What follows belongs to an exercise in optimizing a design on an open flow for small area, a short achievable clock period and few clock cycles per item; a production flow would make more cautious choices.
The RTL was checked by simulation tests, not by an equivalence proof against the original design.
Power and IR drop assume default switching activity.

===== design/flow/config.mk =====
export PLATFORM = sky130hd
export DESIGN_NAME = tdes_enc
export DESIGN_NICKNAME = tdes_enc
export VERILOG_FILES = /design/flow/design.v
export SDC_FILE = /design/flow/constraint.sdc
export NUM_CORES = 4
export LEC_CHECK = 0
export CAP_MARGIN = 20
export CELL_PAD_IN_SITES_DETAIL_PLACEMENT = 1
export CORE_AREA = 2 2 248 248
export CTS_BUF_LIST = sky130_fd_sc_hd__clkbuf_4
export DIE_AREA = 0 0 250 250
export PLACE_DENSITY = 0.5
export SLEW_MARGIN = 20
export SYNTH_HIERARCHICAL = 1
export SYNTH_MINIMUM_KEEP_SIZE = 0

===== design/flow/constraint.sdc =====
create_clock -name core_clock -period 10.0 [get_ports {clk}]
set_input_delay 2.0000 -clock core_clock [delete_from_list [all_inputs] [get_ports {clk}]]
set_output_delay 2.0000 -clock core_clock [all_outputs]
set_load 0.01 [all_outputs]

===== design/flow/design.v =====
module tdes_enc(
    input [63:0] k1,k2,k3,
    input [127:0] pt,
    output [127:0] ct,
    input rst,clk,
    output [63:0] ek1,ek2,ek3,
    output reg done
    );
always @(posedge clk)
  done <= !rst;
wire x0_0;
tdes_xnor2 gx0_0(.a(pt[0]), .b(k3[0]), .y(x0_0));
wire x0_1;
tdes_xnor2 gx0_1(.a(pt[64]), .b(k1[0]), .y(x0_1));
wire x0_2;
tdes_xnor2 gx0_2(.a(k2[0]), .b(x0_0), .y(x0_2));
wire x0_3;
tdes_xnor2 gx0_3(.a(x0_1), .b(x0_2), .y(x0_3));
wire x0_4;
tdes_xnor2 gx0_4(.a(pt[16]), .b(k3[16]), .y(x0_4));
wire x0_5;
tdes_xnor2 gx0_5(.a(pt[80]), .b(k1[16]), .y(x0_5));
wire x0_6;
tdes_xnor2 gx0_6(.a(k2[16]), .b(x0_4), .y(x0_6));
wire x0_7;
tdes_xnor2 gx0_7(.a(x0_5), .b(x0_6), .y(x0_7));
wire x0_8;
tdes_xnor2 gx0_8(.a(pt[32]), .b(k2[32]), .y(x0_8));
wire x0_9;
tdes_xnor2 gx0_9(.a(k3[32]), .b(pt[96]), .y(x0_9));
wire x0_10;
tdes_xnor2 gx0_10(.a(k1[32]), .b(x0_8), .y(x0_10));
wire x0_11;
tdes_xnor2 gx0_11(.a(x0_9), .b(x0_10), .y(x0_11));
wire x0_12;
tdes_xnor2 gx0_12(.a(pt[48]), .b(k2[48]), .y(x0_12));
wire x0_13;
tdes_xnor2 gx0_13(.a(k3[48]), .b(pt[112]), .y(x0_13));
wire x0_14;
tdes_xnor2 gx0_14(.a(k1[48]), .b(x0_12), .y(x0_14));
wire x0_15;
tdes_xnor2 gx0_15(.a(x0_13), .b(x0_14), .y(x0_15));
assign ct[0] = x0_3;
assign ct[16] = x0_7;
assign ct[32] = x0_11;
assign ct[48] = x0_15;
assign ct[64] = pt[0];
assign ct[80] = pt[16];
assign ct[96] = pt[32];
assign ct[112] = pt[48];
assign ek1[0] = k1[0];
assign ek1[16] = k1[16];
assign ek1[32] = k1[32];
assign ek1[48] = k1[48];
assign ek2[0] = k2[0];
assign ek2[16] = k2[16];
assign ek2[32] = k2[32];
assign ek2[48] = k2[48];
assign ek3[0] = k3[0];
assign ek3[16] = k3[16];
assign ek3[32] = k3[32];
assign ek3[48] = k3[48];
wire x1_16;
tdes_xnor2 gx1_16(.a(pt[65]), .b(pt[1]), .y(x1_16));
wire x1_17;
tdes_xnor2 gx1_17(.a(k1[1]), .b(k2[1]), .y(x1_17));
wire x1_18;
tdes_xnor2 gx1_18(.a(k3[1]), .b(x1_16), .y(x1_18));
wire x1_19;
tdes_xnor2 gx1_19(.a(x1_17), .b(x1_18), .y(x1_19));
wire x1_20;
tdes_xnor2 gx1_20(.a(pt[81]), .b(pt[17]), .y(x1_20));
wire x1_21;
tdes_xnor2 gx1_21(.a(k1[17]), .b(k2[17]), .y(x1_21));
wire x1_22;
tdes_xnor2 gx1_22(.a(k3[17]), .b(x1_20), .y(x1_22));
wire x1_23;
tdes_xnor2 gx1_23(.a(x1_21), .b(x1_22), .y(x1_23));
wire x1_24;
tdes_xnor2 gx1_24(.a(pt[33]), .b(k1[33]), .y(x1_24));
wire x1_25;
tdes_xnor2 gx1_25(.a(k2[33]), .b(pt[97]), .y(x1_25));
wire x1_26;
tdes_xnor2 gx1_26(.a(k3[33]), .b(x1_24), .y(x1_26));
wire x1_27;
tdes_xnor2 gx1_27(.a(x1_25), .b(x1_26), .y(x1_27));
wire x1_28;
tdes_xnor2 gx1_28(.a(pt[49]), .b(k1[49]), .y(x1_28));
wire x1_29;
tdes_xnor2 gx1_29(.a(k2[49]), .b(pt[113]), .y(x1_29));
wire x1_30;
tdes_xnor2 gx1_30(.a(k3[49]), .b(x1_28), .y(x1_30));
wire x1_31;
tdes_xnor2 gx1_31(.a(x1_29), .b(x1_30), .y(x1_31));
assign ct[1] = x1_19;
assign ct[17] = x1_23;
assign ct[33] = x1_27;
assign ct[49] = x1_31;
assign ct[65] = pt[1];
assign ct[81] = pt[17];
assign ct[97] = pt[33];
assign ct[113] = pt[49];
assign ek1[1] = k1[1];
assign ek1[17] = k1[17];
assign ek1[33] = k1[33];
assign ek1[49] = k1[49];
assign ek2[1] = k2[1];
assign ek2[17] = k2[17];
assign ek2[33] = k2[33];
assign ek2[49] = k2[49];
assign ek3[1] = k3[1];
assign ek3[17] = k3[17];
assign ek3[33] = k3[33];
assign ek3[49] = k3[49];
wire x2_32;
tdes_xnor2 gx2_32(.a(k2[2]), .b(pt[2]), .y(x2_32));
wire x2_33;
tdes_xnor2 gx2_33(.a(k3[2]), .b(pt[66]), .y(x2_33));
wire x2_34;
tdes_xnor2 gx2_34(.a(k1[2]), .b(x2_32), .y(x2_34));
wire x2_35;
tdes_xnor2 gx2_35(.a(x2_33), .b(x2_34), .y(x2_35));
wire x2_36;
tdes_xnor2 gx2_36(.a(k2[18]), .b(pt[18]), .y(x2_36));
wire x2_37;
tdes_xnor2 gx2_37(.a(k3[18]), .b(pt[82]), .y(x2_37));
wire x2_38;
tdes_xnor2 gx2_38(.a(k1[18]), .b(x2_36), .y(x2_38));
wire x2_39;
tdes_xnor2 gx2_39(.a(x2_37), .b(x2_38), .y(x2_39));
wire x2_40;
tdes_xnor2 gx2_40(.a(k1[34]), .b(pt[34]), .y(x2_40));
wire x2_41;
tdes_xnor2 gx2_41(.a(k2[34]), .b(k3[34]), .y(x2_41));
wire x2_42;
tdes_xnor2 gx2_42(.a(pt[98]), .b(x2_40), .y(x2_42));
wire x2_43;
tdes_xnor2 gx2_43(.a(x2_41), .b(x2_42), .y(x2_43));
wire x2_44;
tdes_xnor2 gx2_44(.a(k1[50]), .b(pt[50]), .y(x2_44));
wire x2_45;
tdes_xnor2 gx2_45(.a(k2[50]), .b(k3[50]), .y(x2_45));
wire x2_46;
tdes_xnor2 gx2_46(.a(pt[114]), .b(x2_44), .y(x2_46));
wire x2_47;
tdes_xnor2 gx2_47(.a(x2_45), .b(x2_46), .y(x2_47));
assign ct[2] = x2_35;
assign ct[18] = x2_39;
assign ct[34] = x2_43;
assign ct[50] = x2_47;
assign ct[66] = pt[2];
assign ct[82] = pt[18];
assign ct[98] = pt[34];
assign ct[114] = pt[50];
assign ek1[2] = k1[2];
assign ek1[18] = k1[18];
assign ek1[34] = k1[34];
assign ek1[50] = k1[50];
assign ek2[2] = k2[2];
assign ek2[18] = k2[18];
assign ek2[34] = k2[34];
assign ek2[50] = k2[50];
assign ek3[2] = k3[2];
assign ek3[18] = k3[18];
assign ek3[34] = k3[34];
assign ek3[50] = k3[50];
wire x3_48;
tdes_xnor2 gx3_48(.a(k3[3]), .b(pt[67]), .y(x3_48));
wire x3_49;
tdes_xnor2 gx3_49(.a(pt[3]), .b(k1[3]), .y(x3_49));
wire x3_50;
tdes_xnor2 gx3_50(.a(k2[3]), .b(x3_48), .y(x3_50));
wire x3_51;
tdes_xnor2 gx3_51(.a(x3_49), .b(x3_50), .y(x3_51));
wire x3_52;
tdes_xnor2 gx3_52(.a(k3[19]), .b(pt[83]), .y(x3_52));
wire x3_53;
tdes_xnor2 gx3_53(.a(pt[19]), .b(k1[19]), .y(x3_53));
wire x3_54;
tdes_xnor2 gx3_54(.a(k2[19]), .b(x3_52), .y(x3_54));
wire x3_55;
tdes_xnor2 gx3_55(.a(x3_53), .b(x3_54), .y(x3_55));
wire x3_56;
tdes_xnor2 gx3_56(.a(pt[99]), .b(k3[35]), .y(x3_56));
wire x3_57;
tdes_xnor2 gx3_57(.a(pt[35]), .b(k1[35]), .y(x3_57));
wire x3_58;
tdes_xnor2 gx3_58(.a(k2[35]), .b(x3_56), .y(x3_58));
wire x3_59;
tdes_xnor2 gx3_59(.a(x3_57), .b(x3_58), .y(x3_59));
wire x3_60;
tdes_xnor2 gx3_60(.a(pt[115]), .b(k3[51]), .y(x3_60));
wire x3_61;
tdes_xnor2 gx3_61(.a(pt[51]), .b(k1[51]), .y(x3_61));
wire x3_62;
tdes_xnor2 gx3_62(.a(k2[51]), .b(x3_60), .y(x3_62));
wire x3_63;
tdes_xnor2 gx3_63(.a(x3_61), .b(x3_62), .y(x3_63));
assign ct[3] = x3_51;
assign ct[19] = x3_55;
assign ct[35] = x3_59;
assign ct[51] = x3_63;
assign ct[67] = pt[3];
assign ct[83] = pt[19];
assign ct[99] = pt[35];
assign ct[115] = pt[51];
assign ek1[3] = k1[3];
assign ek1[19] = k1[19];
assign ek1[35] = k1[35];
assign ek1[51] = k1[51];
assign ek2[3] = k2[3];
assign ek2[19] = k2[19];
assign ek2[35] = k2[35];
assign ek2[51] = k2[51];
assign ek3[3] = k3[3];
assign ek3[19] = k3[19];
assign ek3[35] = k3[35];
assign ek3[51] = k3[51];
wire x4_64;
tdes_xnor2 gx4_64(.a(k1[4]), .b(k2[4]), .y(x4_64));
wire x4_65;
tdes_xnor2 gx4_65(.a(pt[4]), .b(k3[4]), .y(x4_65));
wire x4_66;
tdes_xnor2 gx4_66(.a(pt[68]), .b(x4_64), .y(x4_66));
wire x4_67;
tdes_xnor2 gx4_67(.a(x4_65), .b(x4_66), .y(x4_67));
wire x4_68;
tdes_xnor2 gx4_68(.a(k1[20]), .b(k2[20]), .y(x4_68));
wire x4_69;
tdes_xnor2 gx4_69(.a(pt[20]), .b(k3[20]), .y(x4_69));
wire x4_70;
tdes_xnor2 gx4_70(.a(pt[84]), .b(x4_68), .y(x4_70));
wire x4_71;
tdes_xnor2 gx4_71(.a(x4_69), .b(x4_70), .y(x4_71));
wire x4_72;
tdes_xnor2 gx4_72(.a(pt[100]), .b(k1[36]), .y(x4_72));
wire x4_73;
tdes_xnor2 gx4_73(.a(pt[36]), .b(k2[36]), .y(x4_73));
wire x4_74;
tdes_xnor2 gx4_74(.a(k3[36]), .b(x4_72), .y(x4_74));
wire x4_75;
tdes_xnor2 gx4_75(.a(x4_73), .b(x4_74), .y(x4_75));
wire x4_76;
tdes_xnor2 gx4_76(.a(pt[116]), .b(k1[52]), .y(x4_76));
wire x4_77;
tdes_xnor2 gx4_77(.a(pt[52]), .b(k2[52]), .y(x4_77));
wire x4_78;
tdes_xnor2 gx4_78(.a(k3[52]), .b(x4_76), .y(x4_78));
wire x4_79;
tdes_xnor2 gx4_79(.a(x4_77), .b(x4_78), .y(x4_79));
assign ct[4] = x4_67;
assign ct[20] = x4_71;
assign ct[36] = x4_75;
assign ct[52] = x4_79;
assign ct[68] = pt[4];
assign ct[84] = pt[20];
assign ct[100] = pt[36];
assign ct[116] = pt[52];
assign ek1[4] = k1[4];
assign ek1[20] = k1[20];
assign ek1[36] = k1[36];
assign ek1[52] = k1[52];
assign ek2[4] = k2[4];
assign ek2[20] = k2[20];
assign ek2[36] = k2[36];
assign ek2[52] = k2[52];
assign ek3[4] = k3[4];
assign ek3[20] = k3[20];
assign ek3[36] = k3[36];
assign ek3[52] = k3[52];
wire x5_80;
tdes_xnor2 gx5_80(.a(k2[5]), .b(k3[5]), .y(x5_80));
wire x5_81;
tdes_xnor2 gx5_81(.a(pt[69]), .b(pt[5]), .y(x5_81));
wire x5_82;
tdes_xnor2 gx5_82(.a(k1[5]), .b(x5_80), .y(x5_82));
wire x5_83;
tdes_xnor2 gx5_83(.a(x5_81), .b(x5_82), .y(x5_83));
wire x5_84;
tdes_xnor2 gx5_84(.a(k2[21]), .b(k3[21]), .y(x5_84));
wire x5_85;
tdes_xnor2 gx5_85(.a(pt[85]), .b(pt[21]), .y(x5_85));
wire x5_86;
tdes_xnor2 gx5_86(.a(k1[21]), .b(x5_84), .y(x5_86));
wire x5_87;
tdes_xnor2 gx5_87(.a(x5_85), .b(x5_86), .y(x5_87));
wire x5_88;
tdes_xnor2 gx5_88(.a(k2[37]), .b(pt[101]), .y(x5_88));
wire x5_89;
tdes_xnor2 gx5_89(.a(k3[37]), .b(pt[37]), .y(x5_89));
wire x5_90;
tdes_xnor2 gx5_90(.a(k1[37]), .b(x5_88), .y(x5_90));
wire x5_91;
tdes_xnor2 gx5_91(.a(x5_89), .b(x5_90), .y(x5_91));
wire x5_92;
tdes_xnor2 gx5_92(.a(k2[53]), .b(pt[117]), .y(x5_92));
wire x5_93;
tdes_xnor2 gx5_93(.a(k3[53]), .b(pt[53]), .y(x5_93));
wire x5_94;
tdes_xnor2 gx5_94(.a(k1[53]), .b(x5_92), .y(x5_94));
wire x5_95;
tdes_xnor2 gx5_95(.a(x5_93), .b(x5_94), .y(x5_95));
assign ct[5] = x5_83;
assign ct[21] = x5_87;
assign ct[37] = x5_91;
assign ct[53] = x5_95;
assign ct[69] = pt[5];
assign ct[85] = pt[21];
assign ct[101] = pt[37];
assign ct[117] = pt[53];
assign ek1[5] = k1[5];
assign ek1[21] = k1[21];
assign ek1[37] = k1[37];
assign ek1[53] = k1[53];
assign ek2[5] = k2[5];
assign ek2[21] = k2[21];
assign ek2[37] = k2[37];
assign ek2[53] = k2[53];
assign ek3[5] = k3[5];
assign ek3[21] = k3[21];
assign ek3[37] = k3[37];
assign ek3[53] = k3[53];
wire x6_96;
tdes_xnor2 gx6_96(.a(pt[70]), .b(k1[6]), .y(x6_96));
wire x6_97;
tdes_xnor2 gx6_97(.a(k2[6]), .b(pt[6]), .y(x6_97));
wire x6_98;
tdes_xnor2 gx6_98(.a(k3[6]), .b(x6_96), .y(x6_98));
wire x6_99;
tdes_xnor2 gx6_99(.a(x6_97), .b(x6_98), .y(x6_99));
wire x6_100;
tdes_xnor2 gx6_100(.a(pt[86]), .b(k1[22]), .y(x6_100));
wire x6_101;
tdes_xnor2 gx6_101(.a(k2[22]), .b(pt[22]), .y(x6_101));
wire x6_102;
tdes_xnor2 gx6_102(.a(k3[22]), .b(x6_100), .y(x6_102));
wire x6_103;
tdes_xnor2 gx6_103(.a(x6_101), .b(x6_102), .y(x6_103));
wire x6_104;
tdes_xnor2 gx6_104(.a(k3[38]), .b(pt[102]), .y(x6_104));
wire x6_105;
tdes_xnor2 gx6_105(.a(k1[38]), .b(pt[38]), .y(x6_105));
wire x6_106;
tdes_xnor2 gx6_106(.a(k2[38]), .b(x6_104), .y(x6_106));
wire x6_107;
tdes_xnor2 gx6_107(.a(x6_105), .b(x6_106), .y(x6_107));
wire x6_108;
tdes_xnor2 gx6_108(.a(k3[54]), .b(pt[118]), .y(x6_108));
wire x6_109;
tdes_xnor2 gx6_109(.a(k1[54]), .b(pt[54]), .y(x6_109));
wire x6_110;
tdes_xnor2 gx6_110(.a(k2[54]), .b(x6_108), .y(x6_110));
wire x6_111;
tdes_xnor2 gx6_111(.a(x6_109), .b(x6_110), .y(x6_111));
assign ct[6] = x6_99;
assign ct[22] = x6_103;
assign ct[38] = x6_107;
assign ct[54] = x6_111;
assign ct[70] = pt[6];
assign ct[86] = pt[22];
assign ct[102] = pt[38];
assign ct[118] = pt[54];
assign ek1[6] = k1[6];
assign ek1[22] = k1[22];
assign ek1[38] = k1[38];
assign ek1[54] = k1[54];
assign ek2[6] = k2[6];
assign ek2[22] = k2[22];
assign ek2[38] = k2[38];
assign ek2[54] = k2[54];
assign ek3[6] = k3[6];
assign ek3[22] = k3[22];
assign ek3[38] = k3[38];
assign ek3[54] = k3[54];
wire x7_112;
tdes_xnor2 gx7_112(.a(pt[7]), .b(pt[71]), .y(x7_112));
wire x7_113;
tdes_xnor2 gx7_113(.a(k1[7]), .b(k2[7]), .y(x7_113));
wire x7_114;
tdes_xnor2 gx7_114(.a(k3[7]), .b(x7_112), .y(x7_114));
wire x7_115;
tdes_xnor2 gx7_115(.a(x7_113), .b(x7_114), .y(x7_115));
wire x7_116;
tdes_xnor2 gx7_116(.a(pt[87]), .b(pt[23]), .y(x7_116));
wire x7_117;
tdes_xnor2 gx7_117(.a(k1[23]), .b(k2[23]), .y(x7_117));
wire x7_118;
tdes_xnor2 gx7_118(.a(k3[23]), .b(x7_116), .y(x7_118));
wire x7_119;
tdes_xnor2 gx7_119(.a(x7_117), .b(x7_118), .y(x7_119));
wire x7_120;
tdes_xnor2 gx7_120(.a(pt[103]), .b(pt[39]), .y(x7_120));
wire x7_121;
tdes_xnor2 gx7_121(.a(k1[39]), .b(k2[39]), .y(x7_121));
wire x7_122;
tdes_xnor2 gx7_122(.a(k3[39]), .b(x7_120), .y(x7_122));
wire x7_123;
tdes_xnor2 gx7_123(.a(x7_121), .b(x7_122), .y(x7_123));
wire x7_124;
tdes_xnor2 gx7_124(.a(pt[55]), .b(pt[119]), .y(x7_124));
wire x7_125;
tdes_xnor2 gx7_125(.a(k1[55]), .b(k2[55]), .y(x7_125));
wire x7_126;
tdes_xnor2 gx7_126(.a(k3[55]), .b(x7_124), .y(x7_126));
wire x7_127;
tdes_xnor2 gx7_127(.a(x7_125), .b(x7_126), .y(x7_127));
assign ct[7] = x7_115;
assign ct[23] = x7_119;
assign ct[39] = x7_123;
assign ct[55] = x7_127;
assign ct[71] = pt[7];
assign ct[87] = pt[23];
assign ct[103] = pt[39];
assign ct[119] = pt[55];
assign ek1[7] = k1[7];
assign ek1[23] = k1[23];
assign ek1[39] = k1[39];
assign ek1[55] = k1[55];
assign ek2[7] = k2[7];
assign ek2[23] = k2[23];
assign ek2[39] = k2[39];
assign ek2[55] = k2[55];
assign ek3[7] = k3[7];
assign ek3[23] = k3[23];
assign ek3[39] = k3[39];
assign ek3[55] = k3[55];
wire x8_128;
tdes_xnor2 gx8_128(.a(k3[8]), .b(pt[8]), .y(x8_128));
wire x8_129;
tdes_xnor2 gx8_129(.a(pt[72]), .b(k1[8]), .y(x8_129));
wire x8_130;
tdes_xnor2 gx8_130(.a(k2[8]), .b(x8_128), .y(x8_130));
wire x8_131;
tdes_xnor2 gx8_131(.a(x8_129), .b(x8_130), .y(x8_131));
wire x8_132;
tdes_xnor2 gx8_132(.a(k3[24]), .b(pt[24]), .y(x8_132));
wire x8_133;
tdes_xnor2 gx8_133(.a(pt[88]), .b(k1[24]), .y(x8_133));
wire x8_134;
tdes_xnor2 gx8_134(.a(k2[24]), .b(x8_132), .y(x8_134));
wire x8_135;
tdes_xnor2 gx8_135(.a(x8_133), .b(x8_134), .y(x8_135));
wire x8_136;
tdes_xnor2 gx8_136(.a(k2[40]), .b(k3[40]), .y(x8_136));
wire x8_137;
tdes_xnor2 gx8_137(.a(pt[40]), .b(pt[104]), .y(x8_137));
wire x8_138;
tdes_xnor2 gx8_138(.a(k1[40]), .b(x8_136), .y(x8_138));
wire x8_139;
tdes_xnor2 gx8_139(.a(x8_137), .b(x8_138), .y(x8_139));
wire x8_140;
tdes_xnor2 gx8_140(.a(k3[56]), .b(k2[56]), .y(x8_140));
wire x8_141;
tdes_xnor2 gx8_141(.a(pt[56]), .b(pt[120]), .y(x8_141));
wire x8_142;
tdes_xnor2 gx8_142(.a(k1[56]), .b(x8_140), .y(x8_142));
wire x8_143;
tdes_xnor2 gx8_143(.a(x8_141), .b(x8_142), .y(x8_143));
assign ct[8] = x8_131;
assign ct[24] = x8_135;
assign ct[40] = x8_139;
assign ct[56] = x8_143;
assign ct[72] = pt[8];
assign ct[88] = pt[24];
assign ct[104] = pt[40];
assign ct[120] = pt[56];
assign ek1[8] = k1[8];
assign ek1[24] = k1[24];
assign ek1[40] = k1[40];
assign ek1[56] = k1[56];
assign ek2[8] = k2[8];
assign ek2[24] = k2[24];
assign ek2[40] = k2[40];
assign ek2[56] = k2[56];
assign ek3[8] = k3[8];
assign ek3[24] = k3[24];
assign ek3[40] = k3[40];
assign ek3[56] = k3[56];
wire x9_144;
tdes_xnor2 gx9_144(.a(k1[9]), .b(k2[9]), .y(x9_144));
wire x9_145;
tdes_xnor2 gx9_145(.a(k3[9]), .b(pt[73]), .y(x9_145));
wire x9_146;
tdes_xnor2 gx9_146(.a(pt[9]), .b(x9_144), .y(x9_146));
wire x9_147;
tdes_xnor2 gx9_147(.a(x9_145), .b(x9_146), .y(x9_147));
wire x9_148;
tdes_xnor2 gx9_148(.a(pt[89]), .b(k2[25]), .y(x9_148));
wire x9_149;
tdes_xnor2 gx9_149(.a(k3[25]), .b(k1[25]), .y(x9_149));
wire x9_150;
tdes_xnor2 gx9_150(.a(pt[25]), .b(x9_148), .y(x9_150));
wire x9_151;
tdes_xnor2 gx9_151(.a(x9_149), .b(x9_150), .y(x9_151));
wire x9_152;
tdes_xnor2 gx9_152(.a(pt[105]), .b(k1[41]), .y(x9_152));
wire x9_153;
tdes_xnor2 gx9_153(.a(k2[41]), .b(k3[41]), .y(x9_153));
wire x9_154;
tdes_xnor2 gx9_154(.a(pt[41]), .b(x9_152), .y(x9_154));
wire x9_155;
tdes_xnor2 gx9_155(.a(x9_153), .b(x9_154), .y(x9_155));
wire x9_156;
tdes_xnor2 gx9_156(.a(k1[57]), .b(k2[57]), .y(x9_156));
wire x9_157;
tdes_xnor2 gx9_157(.a(k3[57]), .b(pt[121]), .y(x9_157));
wire x9_158;
tdes_xnor2 gx9_158(.a(pt[57]), .b(x9_156), .y(x9_158));
wire x9_159;
tdes_xnor2 gx9_159(.a(x9_157), .b(x9_158), .y(x9_159));
assign ct[9] = x9_147;
assign ct[25] = x9_151;
assign ct[41] = x9_155;
assign ct[57] = x9_159;
assign ct[73] = pt[9];
assign ct[89] = pt[25];
assign ct[105] = pt[41];
assign ct[121] = pt[57];
assign ek1[9] = k1[9];
assign ek1[25] = k1[25];
assign ek1[41] = k1[41];
assign ek1[57] = k1[57];
assign ek2[9] = k2[9];
assign ek2[25] = k2[25];
assign ek2[41] = k2[41];
assign ek2[57] = k2[57];
assign ek3[9] = k3[9];
assign ek3[25] = k3[25];
assign ek3[41] = k3[41];
assign ek3[57] = k3[57];
wire x10_160;
tdes_xnor2 gx10_160(.a(pt[10]), .b(pt[74]), .y(x10_160));
wire x10_161;
tdes_xnor2 gx10_161(.a(k1[10]), .b(k2[10]), .y(x10_161));
wire x10_162;
tdes_xnor2 gx10_162(.a(k3[10]), .b(x10_160), .y(x10_162));
wire x10_163;
tdes_xnor2 gx10_163(.a(x10_161), .b(x10_162), .y(x10_163));
wire x10_164;
tdes_xnor2 gx10_164(.a(pt[90]), .b(k1[26]), .y(x10_164));
wire x10_165;
tdes_xnor2 gx10_165(.a(k2[26]), .b(pt[26]), .y(x10_165));
wire x10_166;
tdes_xnor2 gx10_166(.a(k3[26]), .b(x10_164), .y(x10_166));
wire x10_167;
tdes_xnor2 gx10_167(.a(x10_165), .b(x10_166), .y(x10_167));
wire x10_168;
tdes_xnor2 gx10_168(.a(k2[42]), .b(pt[42]), .y(x10_168));
wire x10_169;
tdes_xnor2 gx10_169(.a(pt[106]), .b(k1[42]), .y(x10_169));
wire x10_170;
tdes_xnor2 gx10_170(.a(k3[42]), .b(x10_168), .y(x10_170));
wire x10_171;
tdes_xnor2 gx10_171(.a(x10_169), .b(x10_170), .y(x10_171));
wire x10_172;
tdes_xnor2 gx10_172(.a(k2[58]), .b(pt[122]), .y(x10_172));
wire x10_173;
tdes_xnor2 gx10_173(.a(k1[58]), .b(pt[58]), .y(x10_173));
wire x10_174;
tdes_xnor2 gx10_174(.a(k3[58]), .b(x10_172), .y(x10_174));
wire x10_175;
tdes_xnor2 gx10_175(.a(x10_173), .b(x10_174), .y(x10_175));
assign ct[10] = x10_163;
assign ct[26] = x10_167;
assign ct[42] = x10_171;
assign ct[58] = x10_175;
assign ct[74] = pt[10];
assign ct[90] = pt[26];
assign ct[106] = pt[42];
assign ct[122] = pt[58];
assign ek1[10] = k1[10];
assign ek1[26] = k1[26];
assign ek1[42] = k1[42];
assign ek1[58] = k1[58];
assign ek2[10] = k2[10];
assign ek2[26] = k2[26];
assign ek2[42] = k2[42];
assign ek2[58] = k2[58];
assign ek3[10] = k3[10];
assign ek3[26] = k3[26];
assign ek3[42] = k3[42];
assign ek3[58] = k3[58];
wire x11_176;
tdes_xnor2 gx11_176(.a(pt[11]), .b(pt[75]), .y(x11_176));
wire x11_177;
tdes_xnor2 gx11_177(.a(k3[11]), .b(k1[11]), .y(x11_177));
wire x11_178;
tdes_xnor2 gx11_178(.a(k2[11]), .b(x11_176), .y(x11_178));
wire x11_179;
tdes_xnor2 gx11_179(.a(x11_177), .b(x11_178), .y(x11_179));
wire x11_180;
tdes_xnor2 gx11_180(.a(k3[27]), .b(pt[91]), .y(x11_180));
wire x11_181;
tdes_xnor2 gx11_181(.a(pt[27]), .b(k1[27]), .y(x11_181));
wire x11_182;
tdes_xnor2 gx11_182(.a(k2[27]), .b(x11_180), .y(x11_182));
wire x11_183;
tdes_xnor2 gx11_183(.a(x11_181), .b(x11_182), .y(x11_183));
wire x11_184;
tdes_xnor2 gx11_184(.a(k3[43]), .b(pt[43]), .y(x11_184));
wire x11_185;
tdes_xnor2 gx11_185(.a(pt[107]), .b(k1[43]), .y(x11_185));
wire x11_186;
tdes_xnor2 gx11_186(.a(k2[43]), .b(x11_184), .y(x11_186));
wire x11_187;
tdes_xnor2 gx11_187(.a(x11_185), .b(x11_186), .y(x11_187));
wire x11_188;
tdes_xnor2 gx11_188(.a(k3[59]), .b(pt[123]), .y(x11_188));
wire x11_189;
tdes_xnor2 gx11_189(.a(pt[59]), .b(k1[59]), .y(x11_189));
wire x11_190;
tdes_xnor2 gx11_190(.a(k2[59]), .b(x11_188), .y(x11_190));
wire x11_191;
tdes_xnor2 gx11_191(.a(x11_189), .b(x11_190), .y(x11_191));
assign ct[11] = x11_179;
assign ct[27] = x11_183;
assign ct[43] = x11_187;
assign ct[59] = x11_191;
assign ct[75] = pt[11];
assign ct[91] = pt[27];
assign ct[107] = pt[43];
assign ct[123] = pt[59];
assign ek1[11] = k1[11];
assign ek1[27] = k1[27];
assign ek1[43] = k1[43];
assign ek1[59] = k1[59];
assign ek2[11] = k2[11];
assign ek2[27] = k2[27];
assign ek2[43] = k2[43];
assign ek2[59] = k2[59];
assign ek3[11] = k3[11];
assign ek3[27] = k3[27];
assign ek3[43] = k3[43];
assign ek3[59] = k3[59];
wire x12_192;
tdes_xnor2 gx12_192(.a(k2[12]), .b(k3[12]), .y(x12_192));
wire x12_193;
tdes_xnor2 gx12_193(.a(k1[12]), .b(pt[12]), .y(x12_193));
wire x12_194;
tdes_xnor2 gx12_194(.a(pt[76]), .b(x12_192), .y(x12_194));
wire x12_195;
tdes_xnor2 gx12_195(.a(x12_193), .b(x12_194), .y(x12_195));
wire x12_196;
tdes_xnor2 gx12_196(.a(k1[28]), .b(k2[28]), .y(x12_196));
wire x12_197;
tdes_xnor2 gx12_197(.a(k3[28]), .b(pt[28]), .y(x12_197));
wire x12_198;
tdes_xnor2 gx12_198(.a(pt[92]), .b(x12_196), .y(x12_198));
wire x12_199;
tdes_xnor2 gx12_199(.a(x12_197), .b(x12_198), .y(x12_199));
wire x12_200;
tdes_xnor2 gx12_200(.a(k1[44]), .b(k2[44]), .y(x12_200));
wire x12_201;
tdes_xnor2 gx12_201(.a(k3[44]), .b(pt[108]), .y(x12_201));
wire x12_202;
tdes_xnor2 gx12_202(.a(pt[44]), .b(x12_200), .y(x12_202));
wire x12_203;
tdes_xnor2 gx12_203(.a(x12_201), .b(x12_202), .y(x12_203));
wire x12_204;
tdes_xnor2 gx12_204(.a(pt[124]), .b(k1[60]), .y(x12_204));
wire x12_205;
tdes_xnor2 gx12_205(.a(k2[60]), .b(k3[60]), .y(x12_205));
wire x12_206;
tdes_xnor2 gx12_206(.a(pt[60]), .b(x12_204), .y(x12_206));
wire x12_207;
tdes_xnor2 gx12_207(.a(x12_205), .b(x12_206), .y(x12_207));
assign ct[12] = x12_195;
assign ct[28] = x12_199;
assign ct[44] = x12_203;
assign ct[60] = x12_207;
assign ct[76] = pt[12];
assign ct[92] = pt[28];
assign ct[108] = pt[44];
assign ct[124] = pt[60];
assign ek1[12] = k1[12];
assign ek1[28] = k1[28];
assign ek1[44] = k1[44];
assign ek1[60] = k1[60];
assign ek2[12] = k2[12];
assign ek2[28] = k2[28];
assign ek2[44] = k2[44];
assign ek2[60] = k2[60];
assign ek3[12] = k3[12];
assign ek3[28] = k3[28];
assign ek3[44] = k3[44];
assign ek3[60] = k3[60];
wire x13_208;
tdes_xnor2 gx13_208(.a(pt[13]), .b(pt[77]), .y(x13_208));
wire x13_209;
tdes_xnor2 gx13_209(.a(k1[13]), .b(k3[13]), .y(x13_209));
wire x13_210;
tdes_xnor2 gx13_210(.a(k2[13]), .b(x13_208), .y(x13_210));
wire x13_211;
tdes_xnor2 gx13_211(.a(x13_209), .b(x13_210), .y(x13_211));
wire x13_212;
tdes_xnor2 gx13_212(.a(pt[93]), .b(k1[29]), .y(x13_212));
wire x13_213;
tdes_xnor2 gx13_213(.a(k2[29]), .b(k3[29]), .y(x13_213));
wire x13_214;
tdes_xnor2 gx13_214(.a(pt[29]), .b(x13_212), .y(x13_214));
wire x13_215;
tdes_xnor2 gx13_215(.a(x13_213), .b(x13_214), .y(x13_215));
wire x13_216;
tdes_xnor2 gx13_216(.a(pt[45]), .b(pt[109]), .y(x13_216));
wire x13_217;
tdes_xnor2 gx13_217(.a(k1[45]), .b(k3[45]), .y(x13_217));
wire x13_218;
tdes_xnor2 gx13_218(.a(k2[45]), .b(x13_216), .y(x13_218));
wire x13_219;
tdes_xnor2 gx13_219(.a(x13_217), .b(x13_218), .y(x13_219));
wire x13_220;
tdes_xnor2 gx13_220(.a(pt[125]), .b(k1[61]), .y(x13_220));
wire x13_221;
tdes_xnor2 gx13_221(.a(k2[61]), .b(k3[61]), .y(x13_221));
wire x13_222;
tdes_xnor2 gx13_222(.a(pt[61]), .b(x13_220), .y(x13_222));
wire x13_223;
tdes_xnor2 gx13_223(.a(x13_221), .b(x13_222), .y(x13_223));
assign ct[13] = x13_211;
assign ct[29] = x13_215;
assign ct[45] = x13_219;
assign ct[61] = x13_223;
assign ct[77] = pt[13];
assign ct[93] = pt[29];
assign ct[109] = pt[45];
assign ct[125] = pt[61];
assign ek1[13] = k1[13];
assign ek1[29] = k1[29];
assign ek1[45] = k1[45];
assign ek1[61] = k1[61];
assign ek2[13] = k2[13];
assign ek2[29] = k2[29];
assign ek2[45] = k2[45];
assign ek2[61] = k2[61];
assign ek3[13] = k3[13];
assign ek3[29] = k3[29];
assign ek3[45] = k3[45];
assign ek3[61] = k3[61];
wire x14_224;
tdes_xnor2 gx14_224(.a(k1[46]), .b(k3[46]), .y(x14_224));
wire x14_225;
tdes_xnor2 gx14_225(.a(k1[62]), .b(k3[62]), .y(x14_225));
wire x14_226;
tdes_xnor2 gx14_226(.a(k1[30]), .b(k2[62]), .y(x14_226));
wire x14_227;
tdes_xnor2 gx14_227(.a(k2[46]), .b(x14_224), .y(x14_227));
wire x14_228;
tdes_xnor2 gx14_228(.a(k3[30]), .b(x14_226), .y(x14_228));
wire x14_229;
tdes_xnor2 gx14_229(.a(k2[30]), .b(x14_225), .y(x14_229));
wire x14_230;
tdes_xor2 gx14_230(.a(x14_228), .b(x14_229), .y(x14_230));
wire x14_231;
tdes_xnor2 gx14_231(.a(k3[14]), .b(k2[14]), .y(x14_231));
wire x14_232;
tdes_xnor2 gx14_232(.a(k1[14]), .b(x14_231), .y(x14_232));
wire x14_233;
tdes_xnor2 gx14_233(.a(x14_227), .b(x14_228), .y(x14_233));
wire x14_234;
tdes_xnor2 gx14_234(.a(x14_232), .b(x14_233), .y(x14_234));
wire x14_235;
tdes_xnor2 gx14_235(.a(x14_224), .b(x14_230), .y(x14_235));
wire x14_236;
tdes_xnor2 gx14_236(.a(x14_225), .b(x14_227), .y(x14_236));
wire x14_237;
tdes_xnor2 gx14_237(.a(k2[62]), .b(x14_225), .y(x14_237));
wire x14_238;
tdes_xor2 gx14_238(.a(k1[30]), .b(k1[14]), .y(x14_238));
wire x14_239;
tdes_xor2 gx14_239(.a(k1[46]), .b(k1[30]), .y(x14_239));
wire x14_240;
tdes_xor2 gx14_240(.a(k1[62]), .b(k1[46]), .y(x14_240));
wire x14_241;
tdes_xor2 gx14_241(.a(k2[30]), .b(k2[14]), .y(x14_241));
wire x14_242;
tdes_xor2 gx14_242(.a(k2[30]), .b(k2[46]), .y(x14_242));
wire x14_243;
tdes_xor2 gx14_243(.a(k2[46]), .b(k2[62]), .y(x14_243));
wire x14_244;
tdes_xor2 gx14_244(.a(k3[14]), .b(k3[30]), .y(x14_244));
wire x14_245;
tdes_xor2 gx14_245(.a(k3[46]), .b(k3[30]), .y(x14_245));
wire x14_246;
tdes_xor2 gx14_246(.a(k3[62]), .b(k3[46]), .y(x14_246));
reg kr14_0;
always @(posedge clk) kr14_0 <= x14_234;
reg kr14_1;
always @(posedge clk) kr14_1 <= x14_235;
reg kr14_2;
always @(posedge clk) kr14_2 <= x14_230;
reg kr14_3;
always @(posedge clk) kr14_3 <= x14_236;
reg kr14_4;
always @(posedge clk) kr14_4 <= x14_227;
reg kr14_5;
always @(posedge clk) kr14_5 <= x14_237;
assign ek1[14] = x14_238;
assign ek1[30] = x14_239;
assign ek1[46] = x14_240;
assign ek1[62] = k1[62];
assign ek2[14] = x14_241;
assign ek2[30] = x14_242;
assign ek2[46] = x14_243;
assign ek2[62] = k2[62];
assign ek3[14] = x14_244;
assign ek3[30] = x14_245;
assign ek3[46] = x14_246;
assign ek3[62] = k3[62];
wire y14_247;
tdes_xnor2 gy14_247(.a(pt[14]), .b(pt[78]), .y(y14_247));
wire y14_247_o;
tdes_xnor2 gy14_247_o(.a(y14_247), .b(kr14_0), .y(y14_247_o));
assign ct[14] = y14_247_o;
wire y14_248;
tdes_xnor2 gy14_248(.a(pt[30]), .b(pt[94]), .y(y14_248));
wire y14_248_o;
tdes_xnor2 gy14_248_o(.a(y14_248), .b(kr14_1), .y(y14_248_o));
assign ct[30] = y14_248_o;
wire y14_249;
tdes_xnor2 gy14_249(.a(pt[46]), .b(pt[110]), .y(y14_249));
wire y14_249_o;
tdes_xnor2 gy14_249_o(.a(y14_249), .b(kr14_3), .y(y14_249_o));
assign ct[46] = y14_249_o;
wire y14_250;
tdes_xnor2 gy14_250(.a(pt[62]), .b(pt[126]), .y(y14_250));
wire y14_250_o;
tdes_xnor2 gy14_250_o(.a(y14_250), .b(kr14_5), .y(y14_250_o));
assign ct[62] = y14_250_o;
wire y14_251;
tdes_xor2 gy14_251(.a(pt[14]), .b(kr14_2), .y(y14_251));
assign ct[78] = y14_251;
wire y14_252;
tdes_xor2 gy14_252(.a(pt[30]), .b(kr14_4), .y(y14_252));
assign ct[94] = y14_252;
wire y14_253;
tdes_xor2 gy14_253(.a(pt[46]), .b(kr14_5), .y(y14_253));
assign ct[110] = y14_253;
assign ct[126] = pt[62];
wire x15_254;
tdes_xnor2 gx15_254(.a(k1[47]), .b(k3[47]), .y(x15_254));
wire x15_255;
tdes_xnor2 gx15_255(.a(k1[63]), .b(k3[63]), .y(x15_255));
wire x15_256;
tdes_xnor2 gx15_256(.a(k1[31]), .b(k2[63]), .y(x15_256));
wire x15_257;
tdes_xnor2 gx15_257(.a(k2[47]), .b(x15_254), .y(x15_257));
wire x15_258;
tdes_xnor2 gx15_258(.a(k3[31]), .b(x15_256), .y(x15_258));
wire x15_259;
tdes_xnor2 gx15_259(.a(k2[31]), .b(x15_255), .y(x15_259));
wire x15_260;
tdes_xor2 gx15_260(.a(x15_258), .b(x15_259), .y(x15_260));
wire x15_261;
tdes_xnor2 gx15_261(.a(k1[15]), .b(k2[15]), .y(x15_261));
wire x15_262;
tdes_xnor2 gx15_262(.a(k3[15]), .b(x15_261), .y(x15_262));
wire x15_263;
tdes_xnor2 gx15_263(.a(x15_257), .b(x15_258), .y(x15_263));
wire x15_264;
tdes_xnor2 gx15_264(.a(x15_262), .b(x15_263), .y(x15_264));
wire x15_265;
tdes_xnor2 gx15_265(.a(x15_254), .b(x15_260), .y(x15_265));
wire x15_266;
tdes_xnor2 gx15_266(.a(x15_255), .b(x15_257), .y(x15_266));
wire x15_267;
tdes_xnor2 gx15_267(.a(k2[63]), .b(x15_255), .y(x15_267));
wire x15_268;
tdes_xor2 gx15_268(.a(k1[31]), .b(k1[15]), .y(x15_268));
wire x15_269;
tdes_xor2 gx15_269(.a(k1[47]), .b(k1[31]), .y(x15_269));
wire x15_270;
tdes_xor2 gx15_270(.a(k1[63]), .b(k1[47]), .y(x15_270));
wire x15_271;
tdes_xor2 gx15_271(.a(k2[31]), .b(k2[15]), .y(x15_271));
wire x15_272;
tdes_xor2 gx15_272(.a(k2[47]), .b(k2[31]), .y(x15_272));
wire x15_273;
tdes_xor2 gx15_273(.a(k2[63]), .b(k2[47]), .y(x15_273));
wire x15_274;
tdes_xor2 gx15_274(.a(k3[31]), .b(k3[15]), .y(x15_274));
wire x15_275;
tdes_xor2 gx15_275(.a(k3[47]), .b(k3[31]), .y(x15_275));
wire x15_276;
tdes_xor2 gx15_276(.a(k3[63]), .b(k3[47]), .y(x15_276));
reg kr15_6;
always @(posedge clk) kr15_6 <= x15_264;
reg kr15_7;
always @(posedge clk) kr15_7 <= x15_265;
reg kr15_8;
always @(posedge clk) kr15_8 <= x15_260;
reg kr15_9;
always @(posedge clk) kr15_9 <= x15_266;
reg kr15_10;
always @(posedge clk) kr15_10 <= x15_257;
reg kr15_11;
always @(posedge clk) kr15_11 <= x15_267;
assign ek1[15] = x15_268;
assign ek1[31] = x15_269;
assign ek1[47] = x15_270;
assign ek1[63] = k1[63];
assign ek2[15] = x15_271;
assign ek2[31] = x15_272;
assign ek2[47] = x15_273;
assign ek2[63] = k2[63];
assign ek3[15] = x15_274;
assign ek3[31] = x15_275;
assign ek3[47] = x15_276;
assign ek3[63] = k3[63];
wire y15_277;
tdes_xnor2 gy15_277(.a(pt[15]), .b(pt[79]), .y(y15_277));
wire y15_277_o;
tdes_xnor2 gy15_277_o(.a(y15_277), .b(kr15_6), .y(y15_277_o));
assign ct[15] = y15_277_o;
wire y15_278;
tdes_xnor2 gy15_278(.a(pt[31]), .b(pt[95]), .y(y15_278));
wire y15_278_o;
tdes_xnor2 gy15_278_o(.a(y15_278), .b(kr15_7), .y(y15_278_o));
assign ct[31] = y15_278_o;
wire y15_279;
tdes_xnor2 gy15_279(.a(pt[47]), .b(pt[111]), .y(y15_279));
wire y15_279_o;
tdes_xnor2 gy15_279_o(.a(y15_279), .b(kr15_9), .y(y15_279_o));
assign ct[47] = y15_279_o;
wire y15_280;
tdes_xnor2 gy15_280(.a(pt[63]), .b(pt[127]), .y(y15_280));
wire y15_280_o;
tdes_xnor2 gy15_280_o(.a(y15_280), .b(kr15_11), .y(y15_280_o));
assign ct[63] = y15_280_o;
wire y15_281;
tdes_xor2 gy15_281(.a(pt[15]), .b(kr15_8), .y(y15_281));
assign ct[79] = y15_281;
wire y15_282;
tdes_xor2 gy15_282(.a(pt[31]), .b(kr15_10), .y(y15_282));
assign ct[95] = y15_282;
wire y15_283;
tdes_xor2 gy15_283(.a(pt[47]), .b(kr15_11), .y(y15_283));
assign ct[111] = y15_283;
assign ct[127] = pt[63];
endmodule
module tdes_xor2(input a, input b, output y);
assign y = a ^ b;
endmodule
module tdes_xnor2(input a, input b, output y);
assign y = ~(a ^ b);
endmodule

===== design/flow/flow/run.sh =====
#!/bin/bash
# The standard layout, with two changes to how it is made:
# - the port buffers that buffer_ports inserts are sky130_fd_sc_hd__buf_1
#   instead of the slow delay buffer it picks by default;
# - place_pins keeps the ports of each bit lane together (pins_args.txt,
#   written by gen/pins.py), so each lane's XOR tree sits next to its pins.
set -euo pipefail
PINS="$(cat flow/pins_args.txt)"
bash standard.sh "BUFFER_PORTS_ARGS=-buffer_cell sky130_fd_sc_hd__buf_1" "PLACE_PINS_ARGS=$PINS" finish > standard.log 2>&1

===== design/flow/flow/pins_args.txt =====
-group_pins {ct[64] pt[0] ek1[0] k1[0] pt[64] ct[0] k2[0] ek2[0] k3[0] ek3[0]} -group_pins {ct[80] pt[16] ek1[16] k1[16] pt[80] ct[16] k2[16] ek2[16] k3[16] ek3[16]} -group_pins {ct[96] pt[32] ek1[32] k1[32] pt[96] ct[32] k2[32] ek2[32] k3[32] ek3[32]} -group_pins {ct[112] pt[48] ek1[48] k1[48] pt[112] ct[48] k2[48] ek2[48] k3[48] ek3[48]} -group_pins {ct[65] pt[1] ek1[1] k1[1] pt[65] ct[1] k2[1] ek2[1] k3[1] ek3[1]} -group_pins {ct[81] pt[17] ek1[17] k1[17] pt[81] ct[17] k2[17] ek2[17] k3[17] ek3[17]} -group_pins {ct[97] pt[33] ek1[33] k1[33] pt[97] ct[33] k2[33] ek2[33] k3[33] ek3[33]} -group_pins {ct[113] pt[49] ek1[49] k1[49] pt[113] ct[49] k2[49] ek2[49] k3[49] ek3[49]} -group_pins {ct[66] pt[2] ek1[2] k1[2] pt[66] ct[2] k2[2] ek2[2] k3[2] ek3[2]} -group_pins {ct[82] pt[18] ek1[18] k1[18] pt[82] ct[18] k2[18] ek2[18] k3[18] ek3[18]} -group_pins {ct[98] pt[34] ek1[34] k1[34] pt[98] ct[34] k2[34] ek2[34] k3[34] ek3[34]} -group_pins {ct[114] pt[50] ek1[50] k1[50] pt[114] ct[50] k2[50] ek2[50] k3[50] ek3[50]} -group_pins {ct[67] pt[3] ek1[3] k1[3] pt[67] ct[3] k2[3] ek2[3] k3[3] ek3[3]} -group_pins {ct[83] pt[19] ek1[19] k1[19] pt[83] ct[19] k2[19] ek2[19] k3[19] ek3[19]} -group_pins {ct[99] pt[35] ek1[35] k1[35] pt[99] ct[35] k2[35] ek2[35] k3[35] ek3[35]} -group_pins {ct[115] pt[51] ek1[51] k1[51] pt[115] ct[51] k2[51] ek2[51] k3[51] ek3[51]} -group_pins {ct[68] pt[4] ek1[4] k1[4] pt[68] ct[4] k2[4] ek2[4] k3[4] ek3[4]} -group_pins {ct[84] pt[20] ek1[20] k1[20] pt[84] ct[20] k2[20] ek2[20] k3[20] ek3[20]} -group_pins {ct[100] pt[36] ek1[36] k1[36] pt[100] ct[36] k2[36] ek2[36] k3[36] ek3[36]} -group_pins {ct[116] pt[52] ek1[52] k1[52] pt[116] ct[52] k2[52] ek2[52] k3[52] ek3[52]} -group_pins {ct[69] pt[5] ek1[5] k1[5] pt[69] ct[5] k2[5] ek2[5] k3[5] ek3[5]} -group_pins {ct[85] pt[21] ek1[21] k1[21] pt[85] ct[21] k2[21] ek2[21] k3[21] ek3[21]} -group_pins {ct[101] pt[37] ek1[37] k1[37] pt[101] ct[37] k2[37] ek2[37] k3[37] ek3[37]} -group_pins {ct[117] pt[53] ek1[53] k1[53] pt[117] ct[53] k2[53] ek2[53] k3[53] ek3[53]} -group_pins {ct[70] pt[6] ek1[6] k1[6] pt[70] ct[6] k2[6] ek2[6] k3[6] ek3[6]} -group_pins {ct[86] pt[22] ek1[22] k1[22] pt[86] ct[22] k2[22] ek2[22] k3[22] ek3[22]} -group_pins {ct[102] pt[38] ek1[38] k1[38] pt[102] ct[38] k2[38] ek2[38] k3[38] ek3[38]} -group_pins {ct[118] pt[54] ek1[54] k1[54] pt[118] ct[54] k2[54] ek2[54] k3[54] ek3[54]} -group_pins {ct[71] pt[7] ek1[7] k1[7] pt[71] ct[7] k2[7] ek2[7] k3[7] ek3[7]} -group_pins {ct[87] pt[23] ek1[23] k1[23] pt[87] ct[23] k2[23] ek2[23] k3[23] ek3[23]} -group_pins {ct[103] pt[39] ek1[39] k1[39] pt[103] ct[39] k2[39] ek2[39] k3[39] ek3[39]} -group_pins {ct[119] pt[55] ek1[55] k1[55] pt[119] ct[55] k2[55] ek2[55] k3[55] ek3[55]} -group_pins {ct[72] pt[8] ek1[8] k1[8] pt[72] ct[8] k2[8] ek2[8] k3[8] ek3[8]} -group_pins {ct[88] pt[24] ek1[24] k1[24] pt[88] ct[24] k2[24] ek2[24] k3[24] ek3[24]} -group_pins {ct[104] pt[40] ek1[40] k1[40] pt[104] ct[40] k2[40] ek2[40] k3[40] ek3[40]} -group_pins {ct[120] pt[56] ek1[56] k1[56] pt[120] ct[56] k2[56] ek2[56] k3[56] ek3[56]} -group_pins {ct[73] pt[9] ek1[9] k1[9] pt[73] ct[9] k2[9] ek2[9] k3[9] ek3[9]} -group_pins {ct[89] pt[25] ek1[25] k1[25] pt[89] ct[25] k2[25] ek2[25] k3[25] ek3[25]} -group_pins {ct[105] pt[41] ek1[41] k1[41] pt[105] ct[41] k2[41] ek2[41] k3[41] ek3[41]} -group_pins {ct[121] pt[57] ek1[57] k1[57] pt[121] ct[57] k2[57] ek2[57] k3[57] ek3[57]} -group_pins {ct[74] pt[10] ek1[10] k1[10] pt[74] ct[10] k2[10] ek2[10] k3[10] ek3[10]} -group_pins {ct[90] pt[26] ek1[26] k1[26] pt[90] ct[26] k2[26] ek2[26] k3[26] ek3[26]} -group_pins {ct[106] pt[42] ek1[42] k1[42] pt[106] ct[42] k2[42] ek2[42] k3[42] ek3[42]} -group_pins {ct[122] pt[58] ek1[58] k1[58] pt[122] ct[58] k2[58] ek2[58] k3[58] ek3[58]} -group_pins {ct[75] pt[11] ek1[11] k1[11] pt[75] ct[11] k2[11] ek2[11] k3[11] ek3[11]} -group_pins {ct[91] pt[27] ek1[27] k1[27] pt[91] ct[27] k2[27] ek2[27] k3[27] ek3[27]} -group_pins {ct[107] pt[43] ek1[43] k1[43] pt[107] ct[43] k2[43] ek2[43] k3[43] ek3[43]} -group_pins {ct[123] pt[59] ek1[59] k1[59] pt[123] ct[59] k2[59] ek2[59] k3[59] ek3[59]} -group_pins {ct[76] pt[12] ek1[12] k1[12] pt[76] ct[12] k2[12] ek2[12] k3[12] ek3[12]} -group_pins {ct[92] pt[28] ek1[28] k1[28] pt[92] ct[28] k2[28] ek2[28] k3[28] ek3[28]} -group_pins {ct[108] pt[44] ek1[44] k1[44] pt[108] ct[44] k2[44] ek2[44] k3[44] ek3[44]} -group_pins {ct[124] pt[60] ek1[60] k1[60] pt[124] ct[60] k2[60] ek2[60] k3[60] ek3[60]} -group_pins {ct[77] pt[13] ek1[13] k1[13] pt[77] ct[13] k2[13] ek2[13] k3[13] ek3[13]} -group_pins {ct[93] pt[29] ek1[29] k1[29] pt[93] ct[29] k2[29] ek2[29] k3[29] ek3[29]} -group_pins {ct[109] pt[45] ek1[45] k1[45] pt[109] ct[45] k2[45] ek2[45] k3[45] ek3[45]} -group_pins {ct[125] pt[61] ek1[61] k1[61] pt[125] ct[61] k2[61] ek2[61] k3[61] ek3[61]} -group_pins {k1[14] ek1[14] k1[30] ek1[30] k1[46] ek1[46] k1[62] ek1[62]} -group_pins {k2[14] ek2[14] k2[30] ek2[30] k2[46] ek2[46] k2[62] ek2[62]} -group_pins {k3[14] ek3[14] k3[30] ek3[30] k3[46] ek3[46] k3[62] ek3[62]} -group_pins {ct[78] pt[14] pt[78] ct[14] ct[94] pt[30] pt[94] ct[30]} -group_pins {ct[110] pt[46] pt[110] ct[46] ct[126] pt[62] pt[126] ct[62]} -group_pins {k1[15] ek1[15] k1[31] ek1[31] k1[47] ek1[47] k1[63] ek1[63]} -group_pins {k2[15] ek2[15] k2[31] ek2[31] k2[47] ek2[47] k2[63] ek2[63]} -group_pins {k3[15] ek3[15] k3[31] ek3[31] k3[47] ek3[47] k3[63] ek3[63]} -group_pins {ct[79] pt[15] pt[79] ct[15] ct[95] pt[31] pt[95] ct[31]} -group_pins {ct[111] pt[47] pt[111] ct[47] ct[127] pt[63] pt[127] ct[63]}

===== design/flow/standard.sh =====
#!/bin/bash
# synth_recipe.tcl (not shown) runs the flow's synth.tcl, then flattens the netlist and writes it again
# the make line also repeats each setting of config.mk as NAME=value (left out here)
make -C /OpenROAD-flow-scripts/flow DESIGN_CONFIG=/design/flow/config.mk WORK_HOME=/design/flow/orfs CLKGATE_MAP_FILE= SYNTH_SCRIPT=/design/flow/synth_recipe.tcl "${@:-finish}"

==> PnR_summary.wiki, run 1 <==
{| class="wikitable"
! Metric !! Value
|-
| Cell internal power dissipation || 0.280 mW
|-
| Number of standard-cell rows in the floorplan || 90
|-
| Most used flip-flop cell after synthesis || sky130_fd_sc_hd__dfxtp_1
|-
| DR vias/cell || around 2.6
|-
| Boundary pin count || 643
|-
| Die height || between 200 and 300 µm
|-
| Ordered cell list for the critical path || buf_1, xnor2_1, xnor2_1, xnor2_1, buf_1
|-
| Sequential Power Share || between 10% and 20%
|-
| Final Max Tran Viols || 0
|-
| Post-placement worst setup slack || 5220 ps
|-
| Largest stage delay on the critical path || approximately 200 ps
|-
| Seq/Total Area, Yosys || about 5.0%
|-
| Setup WS post-layout || between 5000 and 6000 ps
|-
| Initial antenna violation count || 3
|-
| Share of the synthesized area in the top cell type || approximately 46%
|-
| Max frequency || 0.210 GHz
|-
| Smallest hold slack || between 1500 and 2000 ps
|-
| Total iterations of the first detailed-routing run || 3
|-
| Net switching power || roughly 0.26 mW
|-
| Number of buffers inserted during clock tree synthesis || 3
|-
| Post-CTS Hold Fix Bufs || 0
|-
| Area of the mapped netlist || around 5200 µm²
|-
| Minimum clock period || 4760 ps
|-
| Number of I/O port buffers || 642
|-
| Most frequent cell after synthesis || sky130_fd_sc_hd__buf_4
|-
| Total via count after detailed routing || 4463
|-
| Leakage power of the design || between 1.5 and 2 nW
|-
| Total count of hold-check failures in the final report || 0
|-
| Area added between synthesis and finish || 19.5%
|-
| Total wire length after detailed routing || 12.0 mm
|-
| Number of nets in the synthesized netlist || between 900 and 1000
|-
| Pin count of the biggest net entering global routing || 8
|-
| Required time worst endpoint || around 8000 ps
|-
| Total of fill cells in the finished design || 7507
|-
| Worst IR drop on VDD || 0.0233 mV
|-
| Max-cap viol count || 0
|-
| Routed wire length per instance || about 7 µm
|-
| Worst Path Max Fanout || 2
|-
| Mean Syn Cell Area || 8.34 µm²
|-
| Post-CTS resize count || 0
|-
| Cell taking the most area after synthesis || sky130_fd_sc_hd__buf_4
|-
| Type of the worst setup path || in2out
|-
| Die Wd || 250 µm
|-
| Reg clk slew, reported paths || roughly 80 ps
|-
| Cell count after synthesis || 626
|-
| Number of enable flip-flop cells after synthesis || 0
|-
| Fraction of registers with async set or reset after synthesis || 0%
|-
| Critical-path cell with the highest stage delay || sky130_fd_sc_hd__xnor2_1
|-
| Synth area leaders || sky130_fd_sc_hd__buf_4 46%, sky130_fd_sc_hd__xnor2_1 45%, sky130_fd_sc_hd__dfxtp_1 5.0%
|-
| Combinational cell fraction of total power || 78.8%
|-
| Vias in the first global route || just under 4000
|-
| Number of setup violations in the final report || 0
|-
| Critical path data arrival time || approximately 2800 ps
|-
| Global-route wire length before repair || roughly 17 mm
|-
| Actual slew at the worst max-slew pin || 777 ps
|-
| Placeable core area || 60100 µm²
|-
| Fraction of final layout cells with drive strength greater than 1 || less than 1%
|-
| Crit end category || output port
|-
| Die area || 62500 µm²
|-
| CTS tree || done
|-
| Total setup buffers inserted after CTS || 0
|-
| Overall fraction of global-route tracks in use || about 3.3%
|-
| Worst min-delay path category || in2reg
|-
| Iteration-0 DRC Markers || 43
|-
| Run status || timing/DRC/antenna clean
|-
| Number of standard cells in the final layout excluding fillers || 1735
|-
| Total negative setup slack || 0 ps
|-
| Final #Nets || ~1300
|-
| Slew Limit Headroom || 47.9%
|-
| Cell count after placement || 1730
|-
| Clk sink count || 13
|-
| Total design power || 0.544 mW
|-
| Switching share of power || 48.5%
|-
| Detailed-placement wirelength estimate || 11.5 mm
|-
| Maximum level of the CTS H-tree || 1
|-
| Global route total overflow || 0
|-
| Final ANT Viol Nets || 0
|-
| Clk pwr share || 6.8%
|-
| Share of the cycle needed by the critical path after routing || 47.6%
|-
| GPL Wtd Cong || 0.663
|-
| Synth cell count leaders || 320 x sky130_fd_sc_hd__buf_4, 266 x sky130_fd_sc_hd__xnor2_1, 26 x sky130_fd_sc_hd__xor2_1
|-
| RSZ-0062 raised after global routing || false
|-
| Most frequent cell on the critical path || sky130_fd_sc_hd__xnor2_1
|-
| Nature of the critical path startpoint || input port
|-
| Cell at the root of the clock tree || sky130_fd_sc_hd__clkbuf_4
|-
| Count of cell types in the netlist || 5
|-
| Initial Util || 8.69%
|-
| Deepest clock path buffer count || 2
|-
| Total power density per cell area || 87.1 nW/µm²
|-
| Yosys reg bits || 13
|-
| Final routed DRC violation total || 0
|-
| Total of warnings raised by yosys || 7
|}
worst paths after layout:
| path | startpoint | endpoint | slack [ps] | cells after the start |
|---|---|---|---|---|
| max | k1[26] | ct[26] | 5240 | 5 |
| min | rst | done | 1850 | 2 |
per-module statistics from Yosys (local to each module, per instance):
module | area [µm²] | cells | copies in the design | flops+latches
tdes_enc | 2670 | 334 | 1 | 13
tdes_xnor2 | 8.76 | 1 | 266 | 0
tdes_xor2 | 8.76 | 1 | 26 | 0
registers in the layout (all words and copies together) (netlist names):
register and count:
done 1, kr14_0 1, kr14_1 1, kr14_2 1, kr14_3 1, kr14_4 1
kr14_5 1, kr15_10 1, kr15_11 1, kr15_6 1, kr15_7 1, kr15_8 1
kr15_9 1
layout by cell type, fill, tap and decap left out:
cell	n
sky130_fd_sc_hd__inv_1	1
sky130_fd_sc_hd__xnor2_1	266
sky130_fd_sc_hd__clkbuf_4	4
sky130_fd_sc_hd__dfxtp_1	13
sky130_fd_sc_hd__xor2_1	26
sky130_fd_sc_hd__diode_2	1
sky130_fd_sc_hd__buf_1	642
per-stage QoR:
step	instance area (µm²)	utilization, %
2_1_floorplan	5220	-
3_3_place_gp	6210	10.3
3_5_place_dp	6210	10.3
4_1_cts	6240	10.4
5_1_grt	6240	10.4
6_report	6240	10.4
critical path, delay by kind of cell:
kind | cells | cell delay [ps]
buf+inv | 2 | 270
xor+xnor | 3 | 490
power by group through the flow:
| stage | logic [mW] | clock network [mW] | registers, mW |
|---|---|---|---|
| floorplan | 0.437 | 0 | 0.0737 |
| global placement | 0.431 | 0 | 0.0830 |
| detailed placement | 0.438 | 0 | 0.0831 |
| CTS | 0.440 | 0.0412 | 0.0817 |
| global route | 0.473 | 0.0430 | 0.0816 |
| finish | 0.429 | 0.0370 | 0.0781 |
routing by layer:
| layer | wire [µm] | track usage, % |
|---|---|---|
| met3 | 1230 | 0.699 |
| met1 | 3850 | 3.26 |
| met5 | 0 | 0 |
| met2 | 6810 | 6.88 |
| met4 | 97 | 0.650 |
area by class of cell:
cell class              count  area (µm²)  area share (%)
diodes                      1        2.50          0.0401
clock buffers               4        30.0           0.481
inverters                   1        3.75          0.0601
multi-input cells         292        2560            41.0
flip-flops and latches     13         260            4.17
well taps                 782         978            15.7
repair buffers            642        2410            38.6
cell families (layout without fill, tap and decap cells):
kind of cell | count (synthesis) | count (layout) | synth area share [%]
XOR/XNOR | 292 | 292 | 49.0
buffers and inverters | 321 | 647 | 46.1
other | 0 | 1 | 0
flip-flops | 13 | 13 | 4.98
Testbench counts, summed over its fixed seeds: cycles 512, items 256.
==> inputs of run 2 (changes only) <==
--- a/design/flow/config.mk
+++ b/design/flow/config.mk
@@ -6,7 +6,7 @@
 export NUM_CORES = 4
 export LEC_CHECK = 0
 export CAP_MARGIN = 20
-export CELL_PAD_IN_SITES_DETAIL_PLACEMENT = 1
+export CELL_PAD_IN_SITES_DETAIL_PLACEMENT = 0
 export CORE_AREA = 2 2 248 248
 export CTS_BUF_LIST = sky130_fd_sc_hd__clkbuf_4
 export DIE_AREA = 0 0 250 250
==> PnR_summary.wiki, run 2 <==
{| class="wikitable"
! Metric !! Value
|-
| Area of the mapped netlist || 5220 µm² (unchanged)
|-
| Post-CTS Hold Fix Bufs || 0 (unchanged)
|-
| Fraction of registers with async set or reset after synthesis || 0% (unchanged)
|-
| Boundary pin count || 643 (unchanged)
|-
| Clk pwr share || 6.8% (about the same)
|-
| Global route total overflow || 0 (unchanged)
|-
| Net switching power || 0.259 mW (-2.0%)
|-
| Number of nets in the synthesized netlist || 948 (unchanged)
|-
| Sequential Power Share || 14.5% (about the same)
|-
| Post-CTS resize count || 0 (unchanged)
|-
| Final #Nets || 1275 (unchanged)
|-
| GPL Wtd Cong || 0.663 (unchanged)
|-
| Cell area after layout || 6240 µm² (unchanged)
|-
| Number of enable flip-flop cells after synthesis || 0 (unchanged)
|-
| Combinational cell fraction of total power || 78.7% (about the same)
|-
| Number of I/O port buffers || 642 (unchanged)
|-
| Worst Path Max Fanout || 2 (unchanged)
|-
| Nature of the critical path startpoint || input port
|-
| Critical-path cell with the highest stage delay || sky130_fd_sc_hd__xnor2_1
|-
| Most used cells in the layout excluding fill and tap cells || 642 x sky130_fd_sc_hd__buf_1, 266 x sky130_fd_sc_hd__xnor2_1, 26 x sky130_fd_sc_hd__xor2_1
|-
| Largest stage delay on the critical path || 200 ps (about the same)
|-
| Leakage power of the design || 1.55 nW (unchanged)
|-
| Destination of the worst hold path || done
|-
| Fraction of final layout cells with drive strength greater than 1 || 0.420% (unchanged)
|-
| Total of fill cells in the finished design || 7083 (-5.6%)
|-
| CTS tree || done
|-
| Most frequent cell on the critical path || sky130_fd_sc_hd__xnor2_1
|-
| Routed length on met2 || 5.36 mm (-21%)
|-
| Required time worst endpoint || 8000 ps (about the same)
|-
| Die height || 250 µm (unchanged)
|-
| M1 wire length || 3.54 mm (-8.0%)
|-
| Seq/Total Area, Yosys || 4.98% (unchanged)
|-
| Total wire length after detailed routing || 10.1 mm (-16%)
|-
| Max frequency || 0.210 GHz (about the same)
|-
| Synth area leaders || sky130_fd_sc_hd__buf_4 46%, sky130_fd_sc_hd__xnor2_1 45%, sky130_fd_sc_hd__dfxtp_1 5.0%
|-
| Die Wd || 250 µm (unchanged)
|-
| Area added between synthesis and finish || 19.5% (unchanged)
|-
| Vias in the first global route || 3247 (-16%)
|-
| Hold path start || rst
|-
| Total of warnings raised by yosys || 7 (unchanged)
|-
| Crit end category || output port
|-
| Mean Syn Cell Area || 8.34 µm² (unchanged)
|-
| Maximum level of the CTS H-tree || 1 (unchanged)
|-
| Iteration-0 DRC Markers || 35 (-19%)
|-
| Critical path data arrival time || 2760 ps (about the same)
|-
| Detailed-placement wirelength estimate || 9.63 mm (-16%)
|-
| Die area || 62500 µm² (unchanged)
|-
| Clk sink count || 13 (unchanged)
|-
| Routed wire length per instance || 5.82 µm (-16%)
|-
| Ordered cell list for the critical path || buf_1, xnor2_1, xnor2_1, xnor2_1, buf_1
|-
| Number of buffers inserted during clock tree synthesis || 3 (unchanged)
|-
| Cell internal power dissipation || 0.280 mW (about the same)
|-
| Deepest clock path buffer count || 2 (unchanged)
|-
| Total iterations of the first detailed-routing run || 2 (-1)
|-
| Total count of hold-check failures in the final report || 0 (unchanged)
|-
| Share of the synthesized area in the top cell type || 46.0% (unchanged)
|-
| Switching share of power || 48.0% (-0.52 points)
|-
| Total via count after detailed routing || 4256 (-4.6%)
|-
| Number of standard-cell rows in the floorplan || 90 (unchanged)
|-
| Global-route wire length before repair || 14.4 mm (-16%)
|-
| Most used flip-flop cell after synthesis || sky130_fd_sc_hd__dfxtp_1
|-
| Synth cell count leaders || 320 x sky130_fd_sc_hd__buf_4, 266 x sky130_fd_sc_hd__xnor2_1, 26 x sky130_fd_sc_hd__xor2_1
|-
| Placeable core area || 60100 µm² (unchanged)
|-
| Worst min-delay path category || in2reg
|-
| Run status || timing/DRC/antenna clean
|-
| Number of cells on the worst hold path || 2 (unchanged)
|-
| Cell count after synthesis || 626 (unchanged)
|-
| Share of the cycle needed by the critical path after routing || 47.6% (about the same)
|-
| Most frequent cell after synthesis || sky130_fd_sc_hd__buf_4
|-
| Type of the worst setup path || in2out
|-
| Cell count after placement || 1730 (unchanged)
|}
run 2: through the flow:
step | hold slack (ps) | power [mW]
3_5_place_dp | 2140 | 0.515
3_3_place_gp | 2140 | 0.514
2_1_floorplan | 2060 | 0.511
6_report | 1850 | 0.539
4_1_cts | 1830 | 0.556
5_1_grt | 1840 | 0.595
run 2: routing by layer:
metal  vias to the layer above  track usage (%)
met5                         -                0
met4                         0            0.565
met2                       291             5.46
li1                       2237                -
met1                      1726             3.09
met3                         2            0.521
run 2: logic make-up (layout without fill, tap and decap cells):
group | after synthesis | in the layout | share of synthesized area [%]
buffers and inverters | 321 | 647 | 46.1
DFF | 13 | 13 | 4.98
xor gates and xnor gates | 292 | 292 | 49.0
other | 0 | 1 | 0
run 2: power groups by stage:
stage | Combinational, mW | Clock (mW) | Sequential (mW)
2_1_floorplan | 0.437 | 0 | 0.0737
3_3_place_gp | 0.431 | 0 | 0.0830
3_5_place_dp | 0.432 | 0 | 0.0829
4_1_cts | 0.434 | 0.0406 | 0.0816
5_1_grt | 0.470 | 0.0430 | 0.0816
6_report | 0.424 | 0.0364 | 0.0781
run 2: area by class of cell:
| class | count | share of cell area (%) |
|---|---|---|
| antenna | 1 | 0.0401 |
| clock buffer | 4 | 0.481 |
| inverter | 1 | 0.0601 |
| multi-input combinational | 292 | 41.0 |
| timing repair buffer | 642 | 38.6 |
| sequential | 13 | 4.17 |
| tap | 782 | 15.7 |
run 2: Yosys stat by module (local to each module, per instance):
module / cells inside / times used / area [µm²]
tdes_xor2: 1 / 26 / 8.76
tdes_enc: 334 / 1 / 2670
tdes_xnor2: 1 / 266 / 8.76
run 2: worst max-delay path by stage:
| stage | end | startpoint | cells past startpoint | slack (ps) |
|---|---|---|---|---|
| after floorplan | ct[0] | k3[0] | 4 | 5440 |
| after global placement | ct[26] | k1[26] | 5 | 5250 |
| after detailed placement | ct[20] | k2[20] | 5 | 5240 |
| after CTS | ct[5] | k3[5] | 5 | 5230 |
| after global routing | ct[28] | k2[28] | 5 | 5090 |
| final | ct[21] | k3[21] | 5 | 5240 |
run 2: critical path: cells and delay by family:
kind	cells	cell delay, ps
xor gates and xnor gates	3	500
buffers and inverters	2	260

-- what the ideal ports hide --
Ports are ideal in the flow. The routed layouts listed here were re-timed in OpenROAD.
Step 1 sets driving cells, clkbuf_16 on the clock port and buf_2 on the other inputs (assumed; they add their load-dependent delay and slew).
Step 2 also shifts input and output timing later by t, the mid clock arrival at the registers, as if the neighbouring blocks saw the same clock.
a / b / c = no drivers / after step 1 / after step 2; a / b = the first two.
| run | shift t [ns] | setup WS [ns] |
|---|---|---|
| run 1 | 0.317 | 5.237 / 5.212 / 5.212 |
| run 2 | 0.316 | 5.241 / 5.221 / 5.221 |
After both steps setup and hold are still met in every run listed.
